What follows belongs to an exercise in optimizing a design on an open flow for small area; a production flow would make more cautious choices.
In this exercise RTL edits were held to simulation tests only and were not proved equivalent to the original.
Power figures rest on the tool's default switching activity, not on a simulated workload.

## run 1
==> module acc_sat, before the edit <==
module acc_sat (
    input  logic        clk,
    input  logic        clr,
    input  logic        go,
    input  logic [15:0] p,
    output logic [31:0] acc,
    output logic        ovf      
);
    wire [15:0] lo_sum;
    wire        c16;
    add16 u_add (.a(acc[15:0]), .b(p), .s(lo_sum), .co(c16));
    logic [15:0] ones_below, zeros_below;
    always_comb begin
        ones_below[0]  = 1'b1;
        zeros_below[0] = 1'b1;
        for (int k = 1; k < 16; k++) begin
            ones_below[k]  = ones_below[k-1]  &  acc[16+k-1];
            zeros_below[k] = zeros_below[k-1] & ~acc[16+k-1];
        end
    end
    wire is_max = ones_below[15]  & ~acc[31];    
    wire is_min = zeros_below[15] &  acc[31];    
    wire inc    = go &  c16 & ~p[15];
    wire dec    = go & ~c16 &  p[15];
    wire ovf_hi = inc & is_max;
    wire ovf_lo = dec & is_min;
    wire inc_ok = inc & ~is_max;
    wire dec_ok = dec & ~is_min;
    logic [31:0] acc_next;
    always_comb begin
        for (int k = 0; k < 16; k++)
            acc_next[k] = ~clr & (((go ? lo_sum[k] : acc[k]) | ovf_hi) & ~ovf_lo);
        for (int k = 0; k < 16; k++)
            acc_next[16+k] = ~clr & (acc[16+k] ^ ((inc_ok & ones_below[k]) | (dec_ok & zeros_below[k])));
    end
    assign ovf = ovf_hi | ovf_lo;
    always_ff @(posedge clk)
        acc <= acc_next;
endmodule
clock: 5.5 ns
lec_check: 0
cap_margin: 20
core_margin: 2
core_utilization: 60
cts_cluster_diameter: 100
cts_cluster_size: 25
place_density: 0.75
slew_margin: 20
synth_hierarchical: 1
synth_minimum_keep_size: 0
standard.sh (not shown) runs the stock make flow with config.mk's settings and CLKGATE_MAP_FILE= SYNTH_SCRIPT=/design/flow/synth_recipe.tcl, a recipe that flattens the netlist after the stock synthesis.
==> flow/flow/run.sh <==
#!/bin/bash
set -o pipefail
export BUFFER_PORTS_ARGS="-buffer_cell sky130_fd_sc_hd__buf_1"
bash standard.sh > standard.log 2>&1
> inputs changed (run 1 -> run 2)
--- a/flow/design.v
+++ b/flow/design.v
@@ -110,10 +110,10 @@
     wire is_max = ones_below[15]  & ~acc[31];    
     wire is_min = zeros_below[15] &  acc[31];    
-    wire inc    = go &  c16 & ~p[15];
-    wire dec    = go & ~c16 &  p[15];
-    wire ovf_hi = inc & is_max;
-    wire ovf_lo = dec & is_min;
-    wire inc_ok = inc & ~is_max;
-    wire dec_ok = dec & ~is_min;
+    wire sgn    = p[15];
+    wire step   = go & (c16 ^ sgn);              
+    wire at_end = sgn ? is_min : is_max;         
+    wire ovf_hi = step & ~sgn & is_max;
+    wire ovf_lo = step &  sgn & is_min;
+    wire move   = step & ~at_end;
     logic [31:0] acc_next;
     always_comb begin
@@ -121,5 +121,5 @@
             acc_next[k] = ~clr & (((go ? lo_sum[k] : acc[k]) | ovf_hi) & ~ovf_lo);
         for (int k = 0; k < 16; k++)
-            acc_next[16+k] = ~clr & (acc[16+k] ^ ((inc_ok & ones_below[k]) | (dec_ok & zeros_below[k])));
+            acc_next[16+k] = ~clr & (acc[16+k] ^ (move & (sgn ? zeros_below[k] : ones_below[k])));
     end
     assign ovf = ovf_hi | ovf_lo;
Of the two values seen for cell with the biggest individual delay on the critical path, sky130_fd_sc_hd__or4_4 was produced by run 2 and sky130_fd_sc_hd__nand2b_1 by run 1.
| power consumption | run 2 vs run 1 | about 5% higher |
Going from run 1 to run 2, share of the clock period used by the worst path saw an increase, total track usage saw a decrease, worst-case hold slack saw an increase, synthesized cell area saw a decrease, number of H-tree branching levels saw little to no change.

* * *

systolic_accum4, a different RTL version from the one above (not shown whole).
Size in the first run: ~7100 cells after synthesis, roughly 580 I/O pins, roughly 93000 sq um of cells after synthesis.
==> module acc_sat, before the edit <==
module acc_sat (
    input  logic        clk,
    input  logic        clr,
    input  logic        go,
    input  logic [15:0] p,
    output logic [31:0] acc,
    output logic        ovf      
);
    wire [15:0] lo_sum;
    wire        c16;
    add16 u_add (.a(acc[15:0]), .b(p), .s(lo_sum), .co(c16));
    logic [15:0] same_below;
    always_comb begin
        same_below[0] = 1'b1;
        for (int k = 1; k < 16; k++)
            same_below[k] = same_below[k-1] & (acc[16+k-1] ^ p[15]);
    end
    wire sgn    = p[15];
    wire step   = go & (c16 ^ sgn);              
    wire at_end = same_below[15] & (acc[31] == sgn);   
    wire ovf_hi = step & ~sgn & at_end;
    wire ovf_lo = step &  sgn & at_end;
    wire move   = step & ~at_end;
    logic [31:0] acc_next;
    always_comb begin
        for (int k = 0; k < 16; k++)
            acc_next[k] = ~clr & (((go ? lo_sum[k] : acc[k]) | ovf_hi) & ~ovf_lo);
        for (int k = 0; k < 16; k++)
            acc_next[16+k] = ~clr & (acc[16+k] ^ (move & same_below[k]));
    end
    assign ovf = ovf_hi | ovf_lo;
    always_ff @(posedge clk)
        acc <= acc_next;
endmodule
==> flow/config.mk <==
export PLATFORM = sky130hd
export DESIGN_NAME = systolic_accum4
export DESIGN_NICKNAME = systolic_accum4
export VERILOG_FILES = /design/flow/design.v
export SDC_FILE = /design/flow/constraint.sdc
export NUM_CORES = 4
export LEC_CHECK = 0
export CAP_MARGIN = 20
export CORE_MARGIN = 2
export CORE_UTILIZATION = 60
export CTS_CLUSTER_DIAMETER = 100
export CTS_CLUSTER_SIZE = 25
export PLACE_DENSITY = 0.75
export SLEW_MARGIN = 20
export SYNTH_HIERARCHICAL = 1
export SYNTH_MINIMUM_KEEP_SIZE = 0
==> flow/constraint.sdc <==
create_clock -name core_clock -period 5.5 [get_ports {clk}]
set_input_delay 1.1000 -clock core_clock [delete_from_list [all_inputs] [get_ports {clk}]]
set_output_delay 1.1000 -clock core_clock [all_outputs]
set_load 0.01 [all_outputs]
==> flow/flow/run.sh <==
#!/bin/bash
set -o pipefail
export BUFFER_PORTS_ARGS="-buffer_cell sky130_fd_sc_hd__buf_1"
export CTS_ARGS="-sink_clustering_enable -repair_clock_nets -sink_clustering_size 25 -sink_clustering_max_diameter 100 -dont_use_dummy_load"
bash standard.sh > standard.log 2>&1
The first run finished clean.
==> next run, changes <==
--- a/flow/design.v
+++ b/flow/design.v
@@ -96,28 +96,33 @@
     output logic        ovf      
 );
     wire [15:0] lo_sum;
     wire        c16;
     add16 u_add (.a(acc[15:0]), .b(p), .s(lo_sum), .co(c16));
-    logic [15:0] same_below;
+    logic [15:0] ones_below, zeros_below;
     always_comb begin
-        same_below[0] = 1'b1;
-        for (int k = 1; k < 16; k++)
-            same_below[k] = same_below[k-1] & (acc[16+k-1] ^ p[15]);
+        ones_below[0]  = 1'b1;
+        zeros_below[0] = 1'b1;
+        for (int k = 1; k < 16; k++) begin
+            ones_below[k]  = ones_below[k-1]  &  acc[16+k-1];
+            zeros_below[k] = zeros_below[k-1] & ~acc[16+k-1];
+        end
     end
-    wire sgn    = p[15];
-    wire step   = go & (c16 ^ sgn);              
-    wire at_end = same_below[15] & (acc[31] == sgn);   
-    wire ovf_hi = step & ~sgn & at_end;
-    wire ovf_lo = step &  sgn & at_end;
-    wire move   = step & ~at_end;
+    wire is_max = ones_below[15]  & ~acc[31];    
+    wire is_min = zeros_below[15] &  acc[31];    
+    wire inc    = go &  c16 & ~p[15];
+    wire dec    = go & ~c16 &  p[15];
+    wire ovf_hi = inc & is_max;
+    wire ovf_lo = dec & is_min;
+    wire inc_ok = inc & ~is_max;
+    wire dec_ok = dec & ~is_min;
     logic [31:0] acc_next;
     always_comb begin
         for (int k = 0; k < 16; k++)
             acc_next[k] = ~clr & (((go ? lo_sum[k] : acc[k]) | ovf_hi) & ~ovf_lo);
         for (int k = 0; k < 16; k++)
-            acc_next[16+k] = ~clr & (acc[16+k] ^ (move & same_below[k]));
+            acc_next[16+k] = ~clr & (acc[16+k] ^ ((inc_ok & ones_below[k]) | (dec_ok & zeros_below[k])));
     end
     assign ovf = ovf_hi | ovf_lo;
     always_ff @(posedge clk)
         acc <= acc_next;
 endmodule
Power shrinks by about 7%.
Worst hold slack is worse by 0.0046 ns.
Wire length grows by about 10%.
Via count grows by about 8%.
Final area grows by about 1.6%.
Area after synthesis grows by 2.0%.
Non-clock buffer count shrinks by 3.

==> afterwards: timing with drivers on the ports <==
No port has a modelled driver above. Below, the same layouts with a new extraction and two added sets of constraints. Step 1, drivers: a clkbuf_16 drives clk and a buf_2 each remaining input, both assumed. Step 2 moves the port delays by t, midway between the first and last clock arrival at a register: inputs arrive t later, outputs are due t later. That takes back most of the time a late clock gives input paths. Three values: ideal ports, drivers, drivers and shift; two values: the first two.
| run | t (ns) | setup WS [ns] | worst setup path after step 2 | slew at the worst register clock pin (ns) |
|---|---|---|---|---|
| run 1 | 0.784 | 0.356 / 0.356 / 0.356 | register to register | 0.11 / 0.11 |
| run 2 | 0.784 | 0.317 / 0.317 / 0.317 | register to register | 0.11 / 0.11 |
| the first run of note 2 | 0.761 | 0.315 / 0.315 / 0.315 | register to register | 0.10 / 0.10 |
| the second run of note 2 | 0.766 | 0.352 / 0.352 / 0.352 | register to register | 0.10 / 0.10 |
After both steps every run listed still meets setup and hold.
